This is an optimization exercise on Yosys and OpenROAD, whose aim is small area and a short achievable clock period, not a production implementation.
In this exercise RTL edits were held to simulation tests only and were not proved equivalent to the original.
No activity file was given, so power comes from the tool's default toggle rates.

==> design.v <==
module ALU #(parameter Data_Width = 8) (
	input wire [Data_Width-1:0]     A, B,
	input wire [3:0]                ALU_FUN,
	input wire                      CLK, RST,
	input wire                      Enable,
	output reg [(2*Data_Width)-1:0] alu_out,
	output reg                      out_valid
);
	genvar i;
	wire       sub = ALU_FUN[0] | ALU_FUN[3];
	wire [7:0] bx  = B ^ {8{sub}};
	wire [7:0] as;
	wire fs1;
	wire fc2;
	alu_fa u_fa3 (.a(A[0]), .b(bx[0]), .c(sub), .s(fs1), .co(fc2));
	assign as[0] = fs1;
	wire fs4;
	wire fc5;
	alu_fa u_fa6 (.a(A[1]), .b(bx[1]), .c(fc2), .s(fs4), .co(fc5));
	assign as[1] = fs4;
	wire fs7;
	wire fc8;
	alu_fa u_fa9 (.a(A[2]), .b(bx[2]), .c(fc5), .s(fs7), .co(fc8));
	assign as[2] = fs7;
	wire fs10;
	wire fc11;
	alu_fa u_fa12 (.a(A[3]), .b(bx[3]), .c(fc8), .s(fs10), .co(fc11));
	assign as[3] = fs10;
	wire fs13;
	wire fc14;
	alu_fa u_fa15 (.a(A[4]), .b(bx[4]), .c(fc11), .s(fs13), .co(fc14));
	assign as[4] = fs13;
	wire fs16;
	wire fc17;
	alu_fa u_fa18 (.a(A[5]), .b(bx[5]), .c(fc14), .s(fs16), .co(fc17));
	assign as[5] = fs16;
	wire fs19;
	wire fc20;
	alu_fa u_fa21 (.a(A[6]), .b(bx[6]), .c(fc17), .s(fs19), .co(fc20));
	assign as[6] = fs19;
	wire fs22;
	wire fc23;
	alu_fa u_fa24 (.a(A[7]), .b(bx[7]), .c(fc20), .s(fs22), .co(fc23));
	assign as[7] = fs22;
	wire geq = fc23;           
	wire eq  = ~|as;          
	wire [15:0] prod;
	wire pp0_0 = A[0] & B[0];
	wire pp0_1 = A[1] & B[0];
	wire pp0_2 = A[2] & B[0];
	wire pp0_3 = A[3] & B[0];
	wire pp0_4 = A[4] & B[0];
	wire pp0_5 = A[5] & B[0];
	wire pp0_6 = A[6] & B[0];
	wire pp0_7 = A[7] & B[0];
	wire pp1_0 = A[0] & B[1];
	wire pp1_1 = A[1] & B[1];
	wire pp1_2 = A[2] & B[1];
	wire pp1_3 = A[3] & B[1];
	wire pp1_4 = A[4] & B[1];
	wire pp1_5 = A[5] & B[1];
	wire pp1_6 = A[6] & B[1];
	wire pp1_7 = A[7] & B[1];
	wire pp2_0 = A[0] & B[2];
	wire pp2_1 = A[1] & B[2];
	wire pp2_2 = A[2] & B[2];
	wire pp2_3 = A[3] & B[2];
	wire pp2_4 = A[4] & B[2];
	wire pp2_5 = A[5] & B[2];
	wire pp2_6 = A[6] & B[2];
	wire pp2_7 = A[7] & B[2];
	wire pp3_0 = A[0] & B[3];
	wire pp3_1 = A[1] & B[3];
	wire pp3_2 = A[2] & B[3];
	wire pp3_3 = A[3] & B[3];
	wire pp3_4 = A[4] & B[3];
	wire pp3_5 = A[5] & B[3];
	wire pp3_6 = A[6] & B[3];
	wire pp3_7 = A[7] & B[3];
	wire pp4_0 = A[0] & B[4];
	wire pp4_1 = A[1] & B[4];
	wire pp4_2 = A[2] & B[4];
	wire pp4_3 = A[3] & B[4];
	wire pp4_4 = A[4] & B[4];
	wire pp4_5 = A[5] & B[4];
	wire pp4_6 = A[6] & B[4];
	wire pp4_7 = A[7] & B[4];
	wire pp5_0 = A[0] & B[5];
	wire pp5_1 = A[1] & B[5];
	wire pp5_2 = A[2] & B[5];
	wire pp5_3 = A[3] & B[5];
	wire pp5_4 = A[4] & B[5];
	wire pp5_5 = A[5] & B[5];
	wire pp5_6 = A[6] & B[5];
	wire pp5_7 = A[7] & B[5];
	wire pp6_0 = A[0] & B[6];
	wire pp6_1 = A[1] & B[6];
	wire pp6_2 = A[2] & B[6];
	wire pp6_3 = A[3] & B[6];
	wire pp6_4 = A[4] & B[6];
	wire pp6_5 = A[5] & B[6];
	wire pp6_6 = A[6] & B[6];
	wire pp6_7 = A[7] & B[6];
	wire pp7_0 = A[0] & B[7];
	wire pp7_1 = A[1] & B[7];
	wire pp7_2 = A[2] & B[7];
	wire pp7_3 = A[3] & B[7];
	wire pp7_4 = A[4] & B[7];
	wire pp7_5 = A[5] & B[7];
	wire pp7_6 = A[6] & B[7];
	wire pp7_7 = A[7] & B[7];
	wire hs25;
	wire hc26;
	alu_ha u_ha27 (.a(pp0_6), .b(pp1_5), .s(hs25), .co(hc26));
	wire fs28;
	wire fc29;
	alu_fa u_fa30 (.a(pp0_7), .b(pp1_6), .c(pp2_5), .s(fs28), .co(fc29));
	wire hs31;
	wire hc32;
	alu_ha u_ha33 (.a(pp3_4), .b(pp4_3), .s(hs31), .co(hc32));
	wire fs34;
	wire fc35;
	alu_fa u_fa36 (.a(pp1_7), .b(pp2_6), .c(pp3_5), .s(fs34), .co(fc35));
	wire hs37;
	wire hc38;
	alu_ha u_ha39 (.a(pp4_4), .b(pp5_3), .s(hs37), .co(hc38));
	wire fs40;
	wire fc41;
	alu_fa u_fa42 (.a(pp2_7), .b(pp3_6), .c(pp4_5), .s(fs40), .co(fc41));
	wire hs43;
	wire hc44;
	alu_ha u_ha45 (.a(pp0_4), .b(pp1_3), .s(hs43), .co(hc44));
	wire fs46;
	wire fc47;
	alu_fa u_fa48 (.a(pp0_5), .b(pp1_4), .c(pp2_3), .s(fs46), .co(fc47));
	wire hs49;
	wire hc50;
	alu_ha u_ha51 (.a(pp3_2), .b(pp4_1), .s(hs49), .co(hc50));
	wire fs52;
	wire fc53;
	alu_fa u_fa54 (.a(hs25), .b(pp2_4), .c(pp3_3), .s(fs52), .co(fc53));
	wire fs55;
	wire fc56;
	alu_fa u_fa57 (.a(pp4_2), .b(pp5_1), .c(pp6_0), .s(fs55), .co(fc56));
	wire fs58;
	wire fc59;
	alu_fa u_fa60 (.a(hc26), .b(fs28), .c(hs31), .s(fs58), .co(fc59));
	wire fs61;
	wire fc62;
	alu_fa u_fa63 (.a(pp5_2), .b(pp6_1), .c(pp7_0), .s(fs61), .co(fc62));
	wire fs64;
	wire fc65;
	alu_fa u_fa66 (.a(fc29), .b(hc32), .c(fs34), .s(fs64), .co(fc65));
	wire fs67;
	wire fc68;
	alu_fa u_fa69 (.a(hs37), .b(pp6_2), .c(pp7_1), .s(fs67), .co(fc68));
	wire fs70;
	wire fc71;
	alu_fa u_fa72 (.a(fc35), .b(hc38), .c(fs40), .s(fs70), .co(fc71));
	wire fs73;
	wire fc74;
	alu_fa u_fa75 (.a(pp5_4), .b(pp6_3), .c(pp7_2), .s(fs73), .co(fc74));
	wire fs76;
	wire fc77;
	alu_fa u_fa78 (.a(fc41), .b(pp3_7), .c(pp4_6), .s(fs76), .co(fc77));
	wire fs79;
	wire fc80;
	alu_fa u_fa81 (.a(pp5_5), .b(pp6_4), .c(pp7_3), .s(fs79), .co(fc80));
	wire fs82;
	wire fc83;
	alu_fa u_fa84 (.a(pp4_7), .b(pp5_6), .c(pp6_5), .s(fs82), .co(fc83));
	wire hs85;
	wire hc86;
	alu_ha u_ha87 (.a(pp0_3), .b(pp1_2), .s(hs85), .co(hc86));
	wire fs88;
	wire fc89;
	alu_fa u_fa90 (.a(hs43), .b(pp2_2), .c(pp3_1), .s(fs88), .co(fc89));
	wire fs91;
	wire fc92;
	alu_fa u_fa93 (.a(hc44), .b(fs46), .c(hs49), .s(fs91), .co(fc92));
	wire fs94;
	wire fc95;
	alu_fa u_fa96 (.a(fc47), .b(hc50), .c(fs52), .s(fs94), .co(fc95));
	wire fs97;
	wire fc98;
	alu_fa u_fa99 (.a(fc53), .b(fc56), .c(fs58), .s(fs97), .co(fc98));
	wire fs100;
	wire fc101;
	alu_fa u_fa102 (.a(fc59), .b(fc62), .c(fs64), .s(fs100), .co(fc101));
	wire fs103;
	wire fc104;
	alu_fa u_fa105 (.a(fc65), .b(fc68), .c(fs70), .s(fs103), .co(fc104));
	wire fs106;
	wire fc107;
	alu_fa u_fa108 (.a(fc71), .b(fc74), .c(fs76), .s(fs106), .co(fc107));
	wire fs109;
	wire fc110;
	alu_fa u_fa111 (.a(fc77), .b(fc80), .c(fs82), .s(fs109), .co(fc110));
	wire fs112;
	wire fc113;
	alu_fa u_fa114 (.a(fc83), .b(pp5_7), .c(pp6_6), .s(fs112), .co(fc113));
	wire hs115;
	wire hc116;
	alu_ha u_ha117 (.a(pp0_2), .b(pp1_1), .s(hs115), .co(hc116));
	wire fs118;
	wire fc119;
	alu_fa u_fa120 (.a(hs85), .b(pp2_1), .c(pp3_0), .s(fs118), .co(fc119));
	wire fs121;
	wire fc122;
	alu_fa u_fa123 (.a(hc86), .b(fs88), .c(pp4_0), .s(fs121), .co(fc122));
	wire fs124;
	wire fc125;
	alu_fa u_fa126 (.a(fc89), .b(fs91), .c(pp5_0), .s(fs124), .co(fc125));
	wire fs127;
	wire fc128;
	alu_fa u_fa129 (.a(fc92), .b(fs94), .c(fs55), .s(fs127), .co(fc128));
	wire fs130;
	wire fc131;
	alu_fa u_fa132 (.a(fc95), .b(fs97), .c(fs61), .s(fs130), .co(fc131));
	wire fs133;
	wire fc134;
	alu_fa u_fa135 (.a(fc98), .b(fs100), .c(fs67), .s(fs133), .co(fc134));
	wire fs136;
	wire fc137;
	alu_fa u_fa138 (.a(fc101), .b(fs103), .c(fs73), .s(fs136), .co(fc137));
	wire fs139;
	wire fc140;
	alu_fa u_fa141 (.a(fc104), .b(fs106), .c(fs79), .s(fs139), .co(fc140));
	wire fs142;
	wire fc143;
	alu_fa u_fa144 (.a(fc107), .b(fs109), .c(pp7_4), .s(fs142), .co(fc143));
	wire fs145;
	wire fc146;
	alu_fa u_fa147 (.a(fc110), .b(fs112), .c(pp7_5), .s(fs145), .co(fc146));
	wire fs148;
	wire fc149;
	alu_fa u_fa150 (.a(fc113), .b(pp6_7), .c(pp7_6), .s(fs148), .co(fc149));
	assign prod[0] = pp0_0;
	wire hs151;
	wire hc152;
	alu_ha u_ha153 (.a(pp0_1), .b(pp1_0), .s(hs151), .co(hc152));
	assign prod[1] = hs151;
	wire fs154;
	wire fc155;
	alu_fa u_fa156 (.a(hs115), .b(pp2_0), .c(hc152), .s(fs154), .co(fc155));
	assign prod[2] = fs154;
	wire fs157;
	wire fc158;
	alu_fa u_fa159 (.a(hc116), .b(fs118), .c(fc155), .s(fs157), .co(fc158));
	assign prod[3] = fs157;
	wire fs160;
	wire fc161;
	alu_fa u_fa162 (.a(fc119), .b(fs121), .c(fc158), .s(fs160), .co(fc161));
	assign prod[4] = fs160;
	wire fs163;
	wire fc164;
	alu_fa u_fa165 (.a(fc122), .b(fs124), .c(fc161), .s(fs163), .co(fc164));
	assign prod[5] = fs163;
	wire fs166;
	wire fc167;
	alu_fa u_fa168 (.a(fc125), .b(fs127), .c(fc164), .s(fs166), .co(fc167));
	assign prod[6] = fs166;
	wire fs169;
	wire fc170;
	alu_fa u_fa171 (.a(fc128), .b(fs130), .c(fc167), .s(fs169), .co(fc170));
	assign prod[7] = fs169;
	wire fs172;
	wire fc173;
	alu_fa u_fa174 (.a(fc131), .b(fs133), .c(fc170), .s(fs172), .co(fc173));
	assign prod[8] = fs172;
	wire fs175;
	wire fc176;
	alu_fa u_fa177 (.a(fc134), .b(fs136), .c(fc173), .s(fs175), .co(fc176));
	assign prod[9] = fs175;
	wire fs178;
	wire fc179;
	alu_fa u_fa180 (.a(fc137), .b(fs139), .c(fc176), .s(fs178), .co(fc179));
	assign prod[10] = fs178;
	wire fs181;
	wire fc182;
	alu_fa u_fa183 (.a(fc140), .b(fs142), .c(fc179), .s(fs181), .co(fc182));
	assign prod[11] = fs181;
	wire fs184;
	wire fc185;
	alu_fa u_fa186 (.a(fc143), .b(fs145), .c(fc182), .s(fs184), .co(fc185));
	assign prod[12] = fs184;
	wire fs187;
	wire fc188;
	alu_fa u_fa189 (.a(fc146), .b(fs148), .c(fc185), .s(fs187), .co(fc188));
	assign prod[13] = fs187;
	wire fs190;
	wire fc191;
	alu_fa u_fa192 (.a(fc149), .b(pp7_7), .c(fc188), .s(fs190), .co(fc191));
	assign prod[14] = fs190;
	assign prod[15] = fc191;
	wire [8:0] bz;
	assign bz[8] = 1'b1;
	assign bz[7] = bz[8] & ~B[7];
	assign bz[6] = bz[7] & ~B[6];
	assign bz[5] = bz[6] & ~B[5];
	assign bz[4] = bz[5] & ~B[4];
	assign bz[3] = bz[4] & ~B[3];
	assign bz[2] = bz[3] & ~B[2];
	assign bz[1] = bz[2] & ~B[1];
	assign bz[0] = bz[1] & ~B[0];
	wire [7:0] nb = ~B;
	wire [7:0] q;
	wire r7_0;
	assign q[7] = bz[1] & (A[7] | nb[0]);
	assign r7_0 = A[7] & ~q[7];
	wire rc193;
	assign rc193 = A[6] | nb[0];
	wire e194;
	wire e195;
	wire e196;
	assign e194 = nb[1] & rc193;
	assign e195 = nb[1] | rc193;
	assign e196 = nb[1] ^ rc193;
	wire cn197;
	alu_aoi u_aoi198 (.a1(r7_0), .a2(e195), .b1(e194), .y(cn197));
	wire es199;
	alu_xor u_xo200 (.a(r7_0), .b(e196), .y(es199));
	alu_nor2b u_qa201 (.a(cn197), .b_n(bz[2]), .y(q[6]));
	wire r6_202;
	wire u203;
	wire u204;
	assign u203 = A[6] ^ B[0];
	assign u204 = A[6];
	alu_muxi u_mx205 (.s(q[6]), .a1(u203), .a0(u204), .y(r6_202));
	wire r6_206;
	alu_muxi u_mx207 (.s(q[6]), .a1(es199), .a0(r7_0), .y(r6_206));
	wire rc208;
	assign rc208 = ~A[5] & B[0];
	wire e209;
	wire e210;
	wire e211;
	assign e209 = B[1] & rc208;
	assign e210 = B[1] | rc208;
	assign e211 = B[1] ^ rc208;
	wire cn212;
	alu_aoi u_aoi213 (.a1(r6_202), .a2(e210), .b1(e209), .y(cn212));
	wire es214;
	alu_xor u_xo215 (.a(r6_202), .b(e211), .y(es214));
	wire ox216;
	wire oh217;
	alu_xor u_xo218 (.a(r6_206), .b(B[2]), .y(ox216));
	alu_nor u_no219 (.a(r6_206), .b(B[2]), .y(oh217));
	wire oc220;
	alu_aoi u_aoi221 (.a1(ox216), .a2(cn212), .b1(oh217), .y(oc220));
	wire os222;
	alu_xnor u_xn223 (.a(ox216), .b(cn212), .y(os222));
	alu_nor2b u_qa224 (.a(oc220), .b_n(bz[3]), .y(q[5]));
	wire r5_225;
	wire u226;
	wire u227;
	assign u226 = ~(A[5] ^ B[0]);
	assign u227 = ~A[5];
	alu_muxi u_mx228 (.s(q[5]), .a1(u226), .a0(u227), .y(r5_225));
	wire r5_229;
	alu_muxi u_mx230 (.s(q[5]), .a1(es214), .a0(r6_202), .y(r5_229));
	wire r5_231;
	alu_muxi u_mx232 (.s(q[5]), .a1(os222), .a0(r6_206), .y(r5_231));
	wire rc233;
	assign rc233 = A[4] | nb[0];
	wire e234;
	wire e235;
	wire e236;
	assign e234 = nb[1] & rc233;
	assign e235 = nb[1] | rc233;
	assign e236 = nb[1] ^ rc233;
	wire cn237;
	alu_aoi u_aoi238 (.a1(r5_225), .a2(e235), .b1(e234), .y(cn237));
	wire es239;
	alu_xor u_xo240 (.a(r5_225), .b(e236), .y(es239));
	wire ox241;
	wire oh242;
	alu_xor u_xo243 (.a(r5_229), .b(nb[2]), .y(ox241));
	alu_nor u_no244 (.a(r5_229), .b(nb[2]), .y(oh242));
	wire oc245;
	alu_aoi u_aoi246 (.a1(ox241), .a2(cn237), .b1(oh242), .y(oc245));
	wire os247;
	alu_xnor u_xn248 (.a(ox241), .b(cn237), .y(os247));
	wire hs249;
	wire hc250;
	alu_ha u_ha251 (.a(r5_231), .b(nb[3]), .s(hs249), .co(hc250));
	wire cn252;
	alu_aoi u_aoi253 (.a1(hs249), .a2(oc245), .b1(hc250), .y(cn252));
	wire es254;
	alu_xor u_xo255 (.a(hs249), .b(oc245), .y(es254));
	alu_nor2b u_qa256 (.a(cn252), .b_n(bz[4]), .y(q[4]));
	wire r4_257;
	wire u258;
	wire u259;
	assign u258 = A[4] ^ B[0];
	assign u259 = A[4];
	alu_muxi u_mx260 (.s(q[4]), .a1(u258), .a0(u259), .y(r4_257));
	wire r4_261;
	alu_muxi u_mx262 (.s(q[4]), .a1(es239), .a0(r5_225), .y(r4_261));
	wire r4_263;
	alu_muxi u_mx264 (.s(q[4]), .a1(os247), .a0(r5_229), .y(r4_263));
	wire r4_265;
	alu_muxi u_mx266 (.s(q[4]), .a1(es254), .a0(r5_231), .y(r4_265));
	wire rc267;
	assign rc267 = ~A[3] & B[0];
	wire e268;
	wire e269;
	wire e270;
	assign e268 = B[1] & rc267;
	assign e269 = B[1] | rc267;
	assign e270 = B[1] ^ rc267;
	wire cn271;
	alu_aoi u_aoi272 (.a1(r4_257), .a2(e269), .b1(e268), .y(cn271));
	wire es273;
	alu_xor u_xo274 (.a(r4_257), .b(e270), .y(es273));
	wire ox275;
	wire oh276;
	alu_xor u_xo277 (.a(r4_261), .b(B[2]), .y(ox275));
	alu_nor u_no278 (.a(r4_261), .b(B[2]), .y(oh276));
	wire oc279;
	alu_aoi u_aoi280 (.a1(ox275), .a2(cn271), .b1(oh276), .y(oc279));
	wire os281;
	alu_xnor u_xn282 (.a(ox275), .b(cn271), .y(os281));
	wire hs283;
	wire hc284;
	alu_ha u_ha285 (.a(r4_263), .b(B[3]), .s(hs283), .co(hc284));
	wire cn286;
	alu_aoi u_aoi287 (.a1(hs283), .a2(oc279), .b1(hc284), .y(cn286));
	wire es288;
	alu_xor u_xo289 (.a(hs283), .b(oc279), .y(es288));
	wire ox290;
	wire oh291;
	alu_xor u_xo292 (.a(r4_265), .b(B[4]), .y(ox290));
	alu_nor u_no293 (.a(r4_265), .b(B[4]), .y(oh291));
	wire oc294;
	alu_aoi u_aoi295 (.a1(ox290), .a2(cn286), .b1(oh291), .y(oc294));
	wire os296;
	alu_xnor u_xn297 (.a(ox290), .b(cn286), .y(os296));
	alu_nor2b u_qa298 (.a(oc294), .b_n(bz[5]), .y(q[3]));
	wire r3_299;
	wire u300;
	wire u301;
	assign u300 = ~(A[3] ^ B[0]);
	assign u301 = ~A[3];
	alu_muxi u_mx302 (.s(q[3]), .a1(u300), .a0(u301), .y(r3_299));
	wire r3_303;
	alu_muxi u_mx304 (.s(q[3]), .a1(es273), .a0(r4_257), .y(r3_303));
	wire r3_305;
	alu_muxi u_mx306 (.s(q[3]), .a1(os281), .a0(r4_261), .y(r3_305));
	wire r3_307;
	alu_muxi u_mx308 (.s(q[3]), .a1(es288), .a0(r4_263), .y(r3_307));
	wire r3_309;
	alu_muxi u_mx310 (.s(q[3]), .a1(os296), .a0(r4_265), .y(r3_309));
	wire rc311;
	assign rc311 = A[2] | nb[0];
	wire e312;
	wire e313;
	wire e314;
	assign e312 = nb[1] & rc311;
	assign e313 = nb[1] | rc311;
	assign e314 = nb[1] ^ rc311;
	wire cn315;
	alu_aoi u_aoi316 (.a1(r3_299), .a2(e313), .b1(e312), .y(cn315));
	wire es317;
	alu_xor u_xo318 (.a(r3_299), .b(e314), .y(es317));
	wire ox319;
	wire oh320;
	alu_xor u_xo321 (.a(r3_303), .b(nb[2]), .y(ox319));
	alu_nor u_no322 (.a(r3_303), .b(nb[2]), .y(oh320));
	wire oc323;
	alu_aoi u_aoi324 (.a1(ox319), .a2(cn315), .b1(oh320), .y(oc323));
	wire os325;
	alu_xnor u_xn326 (.a(ox319), .b(cn315), .y(os325));
	wire hs327;
	wire hc328;
	alu_ha u_ha329 (.a(r3_305), .b(nb[3]), .s(hs327), .co(hc328));
	wire cn330;
	alu_aoi u_aoi331 (.a1(hs327), .a2(oc323), .b1(hc328), .y(cn330));
	wire es332;
	alu_xor u_xo333 (.a(hs327), .b(oc323), .y(es332));
	wire ox334;
	wire oh335;
	alu_xor u_xo336 (.a(r3_307), .b(nb[4]), .y(ox334));
	alu_nor u_no337 (.a(r3_307), .b(nb[4]), .y(oh335));
	wire oc338;
	alu_aoi u_aoi339 (.a1(ox334), .a2(cn330), .b1(oh335), .y(oc338));
	wire os340;
	alu_xnor u_xn341 (.a(ox334), .b(cn330), .y(os340));
	wire hs342;
	wire hc343;
	alu_ha u_ha344 (.a(r3_309), .b(nb[5]), .s(hs342), .co(hc343));
	wire cn345;
	alu_aoi u_aoi346 (.a1(hs342), .a2(oc338), .b1(hc343), .y(cn345));
	wire es347;
	alu_xor u_xo348 (.a(hs342), .b(oc338), .y(es347));
	alu_nor2b u_qa349 (.a(cn345), .b_n(bz[6]), .y(q[2]));
	wire r2_350;
	wire u351;
	wire u352;
	assign u351 = A[2] ^ B[0];
	assign u352 = A[2];
	alu_muxi u_mx353 (.s(q[2]), .a1(u351), .a0(u352), .y(r2_350));
	wire r2_354;
	alu_muxi u_mx355 (.s(q[2]), .a1(es317), .a0(r3_299), .y(r2_354));
	wire r2_356;
	alu_muxi u_mx357 (.s(q[2]), .a1(os325), .a0(r3_303), .y(r2_356));
	wire r2_358;
	alu_muxi u_mx359 (.s(q[2]), .a1(es332), .a0(r3_305), .y(r2_358));
	wire r2_360;
	alu_muxi u_mx361 (.s(q[2]), .a1(os340), .a0(r3_307), .y(r2_360));
	wire r2_362;
	alu_muxi u_mx363 (.s(q[2]), .a1(es347), .a0(r3_309), .y(r2_362));
	wire rc364;
	assign rc364 = ~A[1] & B[0];
	wire e365;
	wire e366;
	wire e367;
	assign e365 = B[1] & rc364;
	assign e366 = B[1] | rc364;
	assign e367 = B[1] ^ rc364;
	wire cn368;
	alu_aoi u_aoi369 (.a1(r2_350), .a2(e366), .b1(e365), .y(cn368));
	wire es370;
	alu_xor u_xo371 (.a(r2_350), .b(e367), .y(es370));
	wire ox372;
	wire oh373;
	alu_xor u_xo374 (.a(r2_354), .b(B[2]), .y(ox372));
	alu_nor u_no375 (.a(r2_354), .b(B[2]), .y(oh373));
	wire oc376;
	alu_aoi u_aoi377 (.a1(ox372), .a2(cn368), .b1(oh373), .y(oc376));
	wire os378;
	alu_xnor u_xn379 (.a(ox372), .b(cn368), .y(os378));
	wire hs380;
	wire hc381;
	alu_ha u_ha382 (.a(r2_356), .b(B[3]), .s(hs380), .co(hc381));
	wire cn383;
	alu_aoi u_aoi384 (.a1(hs380), .a2(oc376), .b1(hc381), .y(cn383));
	wire es385;
	alu_xor u_xo386 (.a(hs380), .b(oc376), .y(es385));
	wire ox387;
	wire oh388;
	alu_xor u_xo389 (.a(r2_358), .b(B[4]), .y(ox387));
	alu_nor u_no390 (.a(r2_358), .b(B[4]), .y(oh388));
	wire oc391;
	alu_aoi u_aoi392 (.a1(ox387), .a2(cn383), .b1(oh388), .y(oc391));
	wire os393;
	alu_xnor u_xn394 (.a(ox387), .b(cn383), .y(os393));
	wire hs395;
	wire hc396;
	alu_ha u_ha397 (.a(r2_360), .b(B[5]), .s(hs395), .co(hc396));
	wire cn398;
	alu_aoi u_aoi399 (.a1(hs395), .a2(oc391), .b1(hc396), .y(cn398));
	wire es400;
	alu_xor u_xo401 (.a(hs395), .b(oc391), .y(es400));
	wire ox402;
	wire oh403;
	alu_xor u_xo404 (.a(r2_362), .b(B[6]), .y(ox402));
	alu_nor u_no405 (.a(r2_362), .b(B[6]), .y(oh403));
	wire oc406;
	alu_aoi u_aoi407 (.a1(ox402), .a2(cn398), .b1(oh403), .y(oc406));
	wire os408;
	alu_xnor u_xn409 (.a(ox402), .b(cn398), .y(os408));
	alu_nor2b u_qa410 (.a(oc406), .b_n(bz[7]), .y(q[1]));
	wire r1_411;
	wire u412;
	wire u413;
	assign u412 = ~(A[1] ^ B[0]);
	assign u413 = ~A[1];
	alu_muxi u_mx414 (.s(q[1]), .a1(u412), .a0(u413), .y(r1_411));
	wire r1_415;
	alu_muxi u_mx416 (.s(q[1]), .a1(es370), .a0(r2_350), .y(r1_415));
	wire r1_417;
	alu_muxi u_mx418 (.s(q[1]), .a1(os378), .a0(r2_354), .y(r1_417));
	wire r1_419;
	alu_muxi u_mx420 (.s(q[1]), .a1(es385), .a0(r2_356), .y(r1_419));
	wire r1_421;
	alu_muxi u_mx422 (.s(q[1]), .a1(os393), .a0(r2_358), .y(r1_421));
	wire r1_423;
	alu_muxi u_mx424 (.s(q[1]), .a1(es400), .a0(r2_360), .y(r1_423));
	wire r1_425;
	alu_muxi u_mx426 (.s(q[1]), .a1(os408), .a0(r2_362), .y(r1_425));
	wire rc427;
	assign rc427 = A[0] | nb[0];
	wire e428;
	wire e429;
	wire e430;
	assign e428 = nb[1] & rc427;
	assign e429 = nb[1] | rc427;
	assign e430 = nb[1] ^ rc427;
	wire cn431;
	alu_aoi u_aoi432 (.a1(r1_411), .a2(e429), .b1(e428), .y(cn431));
	wire ox433;
	wire oh434;
	alu_xor u_xo435 (.a(r1_415), .b(nb[2]), .y(ox433));
	alu_nor u_no436 (.a(r1_415), .b(nb[2]), .y(oh434));
	wire oc437;
	alu_aoi u_aoi438 (.a1(ox433), .a2(cn431), .b1(oh434), .y(oc437));
	wire hs439;
	wire hc440;
	alu_ha u_ha441 (.a(r1_417), .b(nb[3]), .s(hs439), .co(hc440));
	wire cn442;
	alu_aoi u_aoi443 (.a1(hs439), .a2(oc437), .b1(hc440), .y(cn442));
	wire ox444;
	wire oh445;
	alu_xor u_xo446 (.a(r1_419), .b(nb[4]), .y(ox444));
	alu_nor u_no447 (.a(r1_419), .b(nb[4]), .y(oh445));
	wire oc448;
	alu_aoi u_aoi449 (.a1(ox444), .a2(cn442), .b1(oh445), .y(oc448));
	wire hs450;
	wire hc451;
	alu_ha u_ha452 (.a(r1_421), .b(nb[5]), .s(hs450), .co(hc451));
	wire cn453;
	alu_aoi u_aoi454 (.a1(hs450), .a2(oc448), .b1(hc451), .y(cn453));
	wire ox455;
	wire oh456;
	alu_xor u_xo457 (.a(r1_423), .b(nb[6]), .y(ox455));
	alu_nor u_no458 (.a(r1_423), .b(nb[6]), .y(oh456));
	wire oc459;
	alu_aoi u_aoi460 (.a1(ox455), .a2(cn453), .b1(oh456), .y(oc459));
	wire hs461;
	wire hc462;
	alu_ha u_ha463 (.a(r1_425), .b(nb[7]), .s(hs461), .co(hc462));
	wire cn464;
	alu_aoi u_aoi465 (.a1(hs461), .a2(oc459), .b1(hc462), .y(cn464));
	assign q[0] = ~cn464;
	wire bnz = ~bz[0];
	wire [3:0] F = ALU_FUN;
	wire e = Enable;
	wire sADD = e & (F == 4'h0);
	wire sSUB = e & (F == 4'h1);
	wire sAS  = e & (F[3:1] == 3'b000);
	wire sMUL = e & (F == 4'h2);
	wire sDIV = e & (F == 4'h3) & bnz;
	wire sSHR = e & (F == 4'hD);
	wire sSHL = e & (F == 4'hE);
	wire sHI  = e & ((F == 4'h6) | (F == 4'h7) | (F == 4'h9));
	wire t3  = e & ((F == 4'h4) | (F == 4'h5) | (F == 4'h9));
	wire t12 = e & ((F == 4'h5) | (F == 4'h6) | (F == 4'h8));
	wire t0  = e & ((F == 4'h6) | (F == 4'h7) | (F == 4'h9));
	wire [7:0] lo;
	wire [8:0] ar = {1'b0, A};
	wire [8:0] al = {A, 1'b0};
	wire c0 = e & (((F == 4'hA) & eq) | ((F == 4'hC) & ~geq));
	wire c1 = e & (((F == 4'hB) & geq & ~eq) | ((F == 4'hC) & ~geq));
	wire [7:0] lr;
	alu_lorestx u_lr0 (.a(A[0]), .b(B[0]), .s(as[0]), .p(prod[0]), .r(ar[1]), .l(al[0]), .x(c0),
		.t3(t3), .t12(t12), .t0(t0), .sas(sAS), .smul(sMUL), .sshr(sSHR), .sshl(sSHL), .o(lr[0]));
	alu_lorestx u_lr1 (.a(A[1]), .b(B[1]), .s(as[1]), .p(prod[1]), .r(ar[2]), .l(al[1]), .x(c1),
		.t3(t3), .t12(t12), .t0(t0), .sas(sAS), .smul(sMUL), .sshr(sSHR), .sshl(sSHL), .o(lr[1]));
	generate for (i = 2; i < 8; i = i + 1) begin : g_lr
		alu_lorest u_lr (.a(A[i]), .b(B[i]), .s(as[i]), .p(prod[i]), .r(ar[i+1]), .l(al[i]),
			.t3(t3), .t12(t12), .t0(t0), .sas(sAS), .smul(sMUL), .sshr(sSHR), .sshl(sSHL), .o(lr[i]));
	end endgenerate
	generate for (i = 0; i < 8; i = i + 1) begin : g_lo
		alu_ao21 u_lo (.a1(q[i]), .a2(sDIV), .b1(lr[i]), .y(lo[i]));
	end endgenerate
	wire [7:0] hi = (prod[15:8] & {8{sMUL}}) | {8{sHI}} | {8{sSUB & ~geq}}
	              | {7'd0, (sADD & geq) | (sSHL & A[7])};
	wire [15:0] res = {hi, lo};
	wire        vld = e & (F != 4'hF);
	always @(posedge CLK or negedge RST) begin
		if (!RST) begin
			alu_out   <= 16'd0;
			out_valid <= 1'b0;
		end else begin
			alu_out   <= res;
			out_valid <= vld;
		end
	end
endmodule
module alu_fa (input wire a, b, c, output wire s, co);
	assign s  = a ^ b ^ c;
	assign co = (a & b) | (c & (a ^ b));
endmodule
module alu_ha (input wire a, b, output wire s, co);
	assign s  = a ^ b;
	assign co = a & b;
endmodule
module alu_nor (input wire a, b, output wire y);
	assign y = ~(a | b);
endmodule
module alu_aoi (input wire a1, a2, b1, output wire y);
	assign y = ~((a1 & a2) | b1);
endmodule
module alu_xor (input wire a, b, output wire y);
	assign y = a ^ b;
endmodule
module alu_xnor (input wire a, b, output wire y);
	assign y = ~(a ^ b);
endmodule
module alu_and2 (input wire a, b, output wire y);
	assign y = a & b;
endmodule
module alu_muxi (input wire s, a1, a0, output wire y);
	assign y = ~(s ? a1 : a0);
endmodule
module alu_nand (input wire a, b, output wire y);
	assign y = ~(a & b);
endmodule
module alu_nor2b (input wire a, b_n, output wire y);
	assign y = ~a & b_n;
endmodule
module alu_lorest (input wire a, b, s, p, r, l, t3, t12, t0, sas, smul, sshr, sshl,
                   output wire o);
	wire lu = b ? (a ? t3 : t12) : (a ? t12 : t0);
	assign o = lu | (s & sas) | (p & smul) | (r & sshr) | (l & sshl);
endmodule
module alu_lorestx (input wire a, b, s, p, r, l, x, t3, t12, t0, sas, smul, sshr, sshl,
                    output wire o);
	wire lu = b ? (a ? t3 : t12) : (a ? t12 : t0);
	assign o = lu | (s & sas) | (p & smul) | (r & sshr) | (l & sshl) | x;
endmodule
module alu_ao21 (input wire a1, a2, b1, output wire y);
	assign y = (a1 & a2) | b1;
endmodule
==> flow/run.sh <==
#!/bin/bash
# Standard ORFS layout with three changes:
#  - after synthesis, every logic cell is swapped to the smallest cell of its family
#    (flow/downsize.tcl); registers keep the cells synthesis gave them
#  - the smallest buffer (buf_1) on every input and output port
#  - after placement, repair_timing with a setup margin (flow/repair.tcl) speeds up the
#    slowest paths again
set -euo pipefail
export RESULTS=$(pwd)/orfs/results/${FLOW_PLATFORM}/ALU/base
export MARGIN=$(cat flow/margin.txt)
bash standard.sh synth > standard_synth.log 2>&1
openroad -no_init -exit flow/downsize.tcl > downsize.log 2>&1
bash standard.sh BUFFER_PORTS_ARGS="-buffer_cell sky130_fd_sc_hd__buf_1" place > standard_place.log 2>&1
openroad -no_init -exit flow/repair.tcl > repair.log 2>&1
bash standard.sh BUFFER_PORTS_ARGS="-buffer_cell sky130_fd_sc_hd__buf_1" finish > standard_finish.log 2>&1
==> flow/downsize.tcl <==
# Swap every non-register cell of the synthesized netlist to the smallest cell of its family
# (same function and pins, lowest drive strength). Timing has a wide margin at this clock
# period; the resizer's repair_design later fixes any slew or capacitance violation.
read_db $::env(RESULTS)/1_synth.odb
set db [ord::get_db]
set fam [dict create]
foreach lib [$db getLibs] {
  foreach m [$lib getMasters] {
    set n [$m getName]
    if {![regexp {^(sky130_fd_sc_hd__[a-z0-9]+)_([0-9]+)$} $n -> base sz]} { continue }
    if {[string match *lpflow* $n] || [string match *probe* $n]} { continue }
    set a [expr {[$m getWidth] * [$m getHeight]}]
    if {![dict exists $fam $base]} {
      dict set fam $base [list $m $a $sz]
    } else {
      lassign [dict get $fam $base] bm ba bsz
      if {$a < $ba || ($a == $ba && $sz > $bsz)} { dict set fam $base [list $m $a $sz] }
    }
  }
}
set swapped 0
foreach inst [[ord::get_db_block] getInsts] {
  set m [$inst getMaster]
  set n [$m getName]
  if {[$m isSequential]} { continue }
  if {![regexp {^(sky130_fd_sc_hd__[a-z0-9]+)_([0-9]+)$} $n -> base sz]} { continue }
  if {![dict exists $fam $base]} { continue }
  set best [lindex [dict get $fam $base] 0]
  if {[$best getName] ne $n} {
    if {[$inst swapMaster $best]} { incr swapped }
  }
}
puts "downsize: swapped $swapped instances"
write_db $::env(RESULTS)/1_synth.odb
==> flow/margin.txt <==
78
==> flow/repair.tcl <==
# Tighten the slowest paths: resize/buffer until every path has MARGIN ns of setup slack
# (or no move helps), at the design's own clock and constraints.
read_liberty $::env(FLOW_HOME)/platforms/sky130hd/lib/sky130_fd_sc_hd__tt_025C_1v80.lib
read_db $::env(RESULTS)/3_place.odb
read_sdc $::env(RESULTS)/3_place.sdc
source $::env(FLOW_HOME)/platforms/sky130hd/setRC.tcl
estimate_parasitics -placement
report_wns
report_design_area
repair_timing -setup -setup_margin $::env(MARGIN) -skip_last_gasp -sequence sizeup,swap
report_wns
report_design_area
detailed_place
check_placement
write_db $::env(RESULTS)/3_place.odb
==> standard.sh <==
#!/bin/bash
# synth_recipe.tcl (not shown) runs the flow's synth.tcl, then flattens the netlist and writes it again
# the make line also repeats each setting of config.mk as NAME=value (left out here)
make -C /OpenROAD-flow-scripts/flow DESIGN_CONFIG=/design/flow/config.mk WORK_HOME=/design/flow/orfs CLKGATE_MAP_FILE= SYNTH_SCRIPT=/design/flow/synth_recipe.tcl "${@:-finish}"
==> config.mk <==
export PLATFORM = sky130hd
export DESIGN_NAME = ALU
export DESIGN_NICKNAME = ALU
export VERILOG_FILES = /design/flow/design.v
export SDC_FILE = /design/flow/constraint.sdc
export NUM_CORES = 4
export LEC_CHECK = 0
export CAP_MARGIN = 20
export CORE_MARGIN = 2
export CORE_UTILIZATION = 65
export PLACE_DENSITY = 0.75
export SLEW_MARGIN = 20
export SYNTH_HIERARCHICAL = 1
export SYNTH_MINIMUM_KEEP_SIZE = 0
==> constraint.sdc <==
create_clock -name core_clock -period 110.0 [get_ports {CLK}]
set_input_delay 22.0000 -clock core_clock [delete_from_list [all_inputs] [get_ports {CLK}]]
set_output_delay 22.0000 -clock core_clock [all_outputs]
set_load 0.01 [all_outputs]
==> impl_metrics.env <==
export IMPL_status="finished clean"
export IMPL_hp_class="in -> async"
export IMPL_p_sw_mw=0.0186
export IMPL_ctsResizeCount=0
export IMPL_slew_headroom_pct=29.4
export IMPL_first_pass_iters=6
export IMPL_cts_buffers=3
export IMPL_syn_inst=448
export IMPL_drtIter0Drc=265
export IMPL_clockPowerShare_pct=11.3
export IMPL_crit_path_start_kind="input port"
export IMPL_finalSetupTns_ns=0
export IMPL_place_area_sq_um=4360
export IMPL_ir_worst_vdd_uv=8.63
export IMPL_detailed_place_hpwl_mm=8.21
export IMPL_cpMostUsedCell="a21oi_1"
export IMPL_cp_arrival_ns=32.07
export IMPL_cts_hold_fix_buffers=0
export IMPL_fp_dieArea_sq_um=6960
export IMPL_vias=3563
export IMPL_cp_num_cells=47
export IMPL_diodes=0
export IMPL_maxSlewViolCount=0
export IMPL_clkTransAtPathRegs_ns=0.07
export IMPL_setup_viol=0
export IMPL_pwr_share_seq_pct=17.6
export IMPL_cp_slowest_stage_delay_ns=0.44
export IMPL_htree_levels=1
export IMPL_numPortBuffers=39
export IMPL_grt_start_max_net_pins=22
export IMPL_worst_slew_pin_slew_ns=1.05
export IMPL_required_ns=110.15
export IMPL_layout_drive_gt1_share_pct=6.94
export IMPL_initial_core_util_pct=68.1
export IMPL_cts_tree="done"
export IMPL_ios=40
export IMPL_clock_path_buffers=2
export IMPL_area_delta_synth_final_pct=7.81
export IMPL_syn_avg_cell_area_sq_um=9.16
export IMPL_fp_dieH_microns=83.4
export IMPL_combPwrFrac_pct=71.1
export IMPL_antenna_left=0
export IMPL_crit_family="compound AO/OA/AOI/OAI gates"
export IMPL_maxCapViolCount=0
export IMPL_cts_sinks=17
export IMPL_fin_crit_sh_pct=29.0
export IMPL_final_area_sq_um=4420
export IMPL_gp_congestion=0.908
export IMPL_end_kind="register"
export IMPL_dp_cells=561
export IMPL_overflow=0
export IMPL_fin_cells=565
export IMPL_syn_cell_area_sq_um=4100
export IMPL_fmax_mhz=31.3
export IMPL_nets=611
export IMPL_grtUsageTotal_pct=31.2
export IMPL_crit_type="in -> reg"
export IMPL_core_rowCount=28
export IMPL_post_route_min_period_ns=31.93
export IMPL_yosys_warnings=7
export IMPL_grt_pass1_wl_mm=17.4
export IMPL_postCtsSetupRepairBufs=0
export IMPL_cts_root_buf="clkbuf_8"
export IMPL_wl_per_cell_microns=18.5
export IMPL_hold_viol=0
export IMPL_wl_mm=10.5
export IMPL_crit_path_max_fanout=9
export IMPL_core_sq_um=6030
export IMPL_drc=0
export IMPL_rsz0062_at_grt="no"
export IMPL_p_sw_share_pct=46.2
export IMPL_worst_path_buf_inv=4
export IMPL_p_per_area_nw_per_um2=9.11
export IMPL_p_int_mw=0.0217
export IMPL_vias_per_cell=6.31
export IMPL_antenna_found_initial=0
export IMPL_grt_pass1_vias=3601
export IMPL_fp_dieW_microns=83.4
export IMPL_p_leak_nw=2.00
export IMPL_crit_slowest_cell="buf_1"
[placed cells by master, fill, tap and decap left out, types with 17 or more instances in the layout]
master and n:
a21oi_1 33, buf_1 38, dfrtp_1 17, fa_1 56, ha_1 41, inv_2 20, mux2i_1 29, nor2_1 67
xnor2_1 17, xor2_1 32
[worst max-delay path by stage]
stage               from                    to  slack [ns]
floorplan           B[5]  alu_out[0]$_DFF_PN0_       78.83
global placement    B[5]  alu_out[0]$_DFF_PN0_       77.55
detailed placement  B[5]  alu_out[0]$_DFF_PN0_       77.02
CTS                 A[6]  alu_out[0]$_DFF_PN0_       78.21
global route        A[6]  alu_out[0]$_DFF_PN0_       77.18
finish              A[6]  alu_out[0]$_DFF_PN0_       78.07
[per-layer routing]
layer / share of wire (%) / up-vias / GRT usage [%]
met5: 0 / - / 0
met2: 48 / 124 / 53.4
li1: - / 1621 / -
met3: 5.2 / 35 / 4.37
met1: 42 / 1783 / 40.6
met4: 4.0 / 0 / 10.9
[power groups by stage]
stage               clock network, mW  registers, mW  logic (mW)
global route                  0.00518        0.00711      0.0327
CTS                           0.00476        0.00706      0.0289
detailed placement                  0        0.00718      0.0287
finish                        0.00456        0.00707      0.0287
global placement                    0        0.00718      0.0273
floorplan                           0        0.00751      0.0207
[state kept, by name, indices dropped and copies added (netlist names)]
register	cells
alu_out	16
out_valid	1
[layout make-up]
type,count,area (sq um)
Clock buffer,3,41.3
Timing Repair Buffer,42,170
Multi-Input combinational cell,394,3560
Fill cell,458,1600
Tap cell,75,93.8
Sequential cell,17,425
Inverter,33,128
Clock inverter,1,5.00
[through the flow]
stage               total power [mW]  hold WS (ns)  setup WS [ns]  util, %
detailed placement            0.0359         22.15          77.02     72.3
global placement              0.0345         22.13          77.55     72.3
CTS                           0.0407         21.88          78.21     73.4
floorplan                     0.0282         21.70          78.83        -
global route                  0.0450         21.93          77.18     73.4
finish                        0.0403         21.85          78.07     73.4

-- what the ideal ports hide --
Ports are ideal in the flow. The routed layout listed here was re-timed in OpenROAD. Step 1 sets driving cells, clkbuf_16 on the clock port and buf_2 on the other inputs (assumed; they add their load-dependent delay and slew). Step 2 also shifts input and output timing later by t, the mid clock arrival at the registers, as if the neighbouring blocks saw the same clock. Slacks: ideal / step 1 / step 2; pairs: ideal / step 1.
t, ns: 0.270
slack for setup (ns): 78.074 / 78.075 / 77.805
worst data-port slew with drivers (ns): 0.03
After both steps this run still meets setup and hold. The setup slack of this run moves by +0.001 ns with the drivers and by -0.269 ns with both steps.
